Background: an optimization exercise with open tools, aiming at small area and a short achievable clock period. Do not read the settings as production practice. The RTL was checked by simulation tests, not by an equivalence proof against the original design. No activity file was given, so power comes from the tool's default toggle rates.

==> flow/design.v (excerpt) <==
module dipole(clk_in, reset, clk_out, r_vga, g_vga, b_vga, h_sync, v_sync, h_c, v_c, cw, ccw, start, stop, led, led2);
Size: ~55 I/O pins, roughly 6500 sq um of cells after synthesis.
export LEC_CHECK = 0
export CAP_MARGIN = 20
export CORE_MARGIN = 2
export CORE_UTILIZATION = 60
export PLACE_DENSITY = 0.7
export SLEW_MARGIN = 20
create_clock -name core_clock -period 400.0 [get_ports {clk_in}]
standard.sh (not shown) runs the stock make flow with config.mk's settings and CLKGATE_MAP_FILE= SYNTH_SCRIPT=/design/flow/synth_recipe.tcl, a recipe that flattens the netlist after the stock synthesis.
==> flow/flow/run.sh <==
#!/bin/bash
# Own layout flow: the standard synthesis, then the combinational logic is
# mapped again with a stronger ABC script (the flip-flops, their names and cell
# types are kept as the standard synthesis made them), then the standard
# layout from that netlist.
set -euo pipefail
W=$(pwd)
R=$W/orfs/results/$FLOW_PLATFORM/dipole/base
L=$W/orfs/logs/$FLOW_PLATFORM/dipole/base
LIB=$FLOW_HOME/platforms/$FLOW_PLATFORM/lib/sky130_fd_sc_hd__tt_025C_1v80.lib
YOSYS=$(command -v yosys || echo "$FLOW_HOME/../tools/install/yosys/bin/yosys")

bash standard.sh synth > "$W/flow_synth.log" 2>&1
cp -p "$R/1_2_yosys.v" "$W/standard_1_2_yosys.v"

# the platform's don't-use cells, as the standard synthesis passed them to ABC
DONTUSE=$(grep -o -- "-dont_use [A-Za-z0-9_]*" "$L/1_2_yosys.log" | sort -u | tr '\n' ' ')

LIB="$LIB" IN="$W/standard_1_2_yosys.v" OUT="$W/resyn_1_2_yosys.v" \
  ABCSCRIPT="$W/flow/resyn.abc" DONTUSE="$DONTUSE" \
  "$YOSYS" -c "$W/flow/resyn.tcl" > "$W/flow_resyn.log" 2>&1

cp "$W/resyn_1_2_yosys.v" "$R/1_2_yosys.v"
touch "$R/1_2_yosys.v"

# ports get the smallest buffer rather than a delay cell; the clock tree uses
# small buffers and no dummy loads
bash standard.sh "BUFFER_PORTS_ARGS=-buffer_cell sky130_fd_sc_hd__buf_1" \
  "CTS_ARGS=-sink_clustering_enable -repair_clock_nets -buf_list {sky130_fd_sc_hd__clkbuf_4} -dont_use_dummy_load" \
  finish > "$W/flow_layout.log" 2>&1
Other scripts of this flow, unchanged in this note and not shown: flow/flow/resyn.abc, flow/flow/resyn.tcl
Change:
--- a/flow/flow/run.sh
+++ b/flow/flow/run.sh
@@ -29 +29 @@
-  "CTS_ARGS=-sink_clustering_enable -repair_clock_nets -buf_list {sky130_fd_sc_hd__clkbuf_4} -dont_use_dummy_load" \
+  "CTS_ARGS=-sink_clustering_enable -repair_clock_nets -buf_list {sky130_fd_sc_hd__clkbuf_4} -root_buf sky130_fd_sc_hd__clkbuf_8 -dont_use_dummy_load" \
Settings changed: CAP_MARGIN 20 to 10, GPL_TIMING_DRIVEN set to 0, SLEW_MARGIN 20 to 10.
Outcome: Design area grows by 4.9%; count of clock-buffer cells in the layout does not change; sequential share of layout area goes down by 0.88 points; die area is unchanged; setup slack degrades by 0.24 ns; non-clock buffer count rose by 35.
Change:
--- a/flow/flow/run.sh
+++ b/flow/flow/run.sh
@@ -29 +29 @@
-  "CTS_ARGS=-sink_clustering_enable -repair_clock_nets -buf_list {sky130_fd_sc_hd__clkbuf_4} -root_buf sky130_fd_sc_hd__clkbuf_8 -dont_use_dummy_load" \
+  "CTS_ARGS=-sink_clustering_enable -repair_clock_nets -buf_list {sky130_fd_sc_hd__clkbuf_4} -sink_clustering_size 8 -sink_clustering_max_diameter 50 -dont_use_dummy_load" \
Settings changed: CAP_MARGIN 10 to 20, GPL_TIMING_DRIVEN 0 to not set, SLEW_MARGIN 10 to 20.
Outcome: Setup slack is better by 0.24 ns. Wire length grows by a little under a tenth. Maximum frequency stays flat.
Change:
--- a/flow/flow/run.sh
+++ b/flow/flow/run.sh
@@ -29 +29 @@
-  "CTS_ARGS=-sink_clustering_enable -repair_clock_nets -buf_list {sky130_fd_sc_hd__clkbuf_4} -sink_clustering_size 8 -sink_clustering_max_diameter 50 -dont_use_dummy_load" \
+  "CTS_ARGS=-sink_clustering_enable -repair_clock_nets -buf_list {sky130_fd_sc_hd__clkbuf_4} -root_buf sky130_fd_sc_hd__clkbuf_8 -dont_use_dummy_load" \
Result:
- The changed run went through all stages and came out clean
- wire length grows by 0.81%
- area after synthesis does not change
- via count came out higher by about 0.8%
- total power came out higher by about 9%
- critical path depth is unchanged
- final cell count is unchanged
- clock power came out higher by 37%
- global-route usage goes up by 0.24 points
- non-clock buffer count stays the same

==> afterwards: timing with drivers on the ports <==
The results above use ideal ports. As a check the final layouts listed here were re-extracted and re-timed, cells and wires unchanged. Step 1 assumes that a clkbuf_16 drives the clock port and a buf_2 every other input. Step 2 adds t to the input delays and takes it off the output delays; t is the mean of the earliest and latest rising clock arrival at the registers after step 1. Input paths then give back, and output paths get back, about the clock's delay inside the block. Three values: ideal, step 1, step 2; two values: the first two.
run	t, ns	setup slack, ns	worst setup path after step 2
the first run	0.432	318.512 / 318.479 / 318.243	input to register
the second run	0.384	318.276 / 318.238 / 318.084	input to register
the third run	0.432	318.512 / 318.479 / 318.243	input to register
the fourth run	0.374	318.586 / 318.550 / 318.229	input to register
After both steps every run listed still meets setup and hold. The setup slack of the fourth run, which loses most, moves by -0.036 ns with the drivers and by -0.357 ns with both steps.
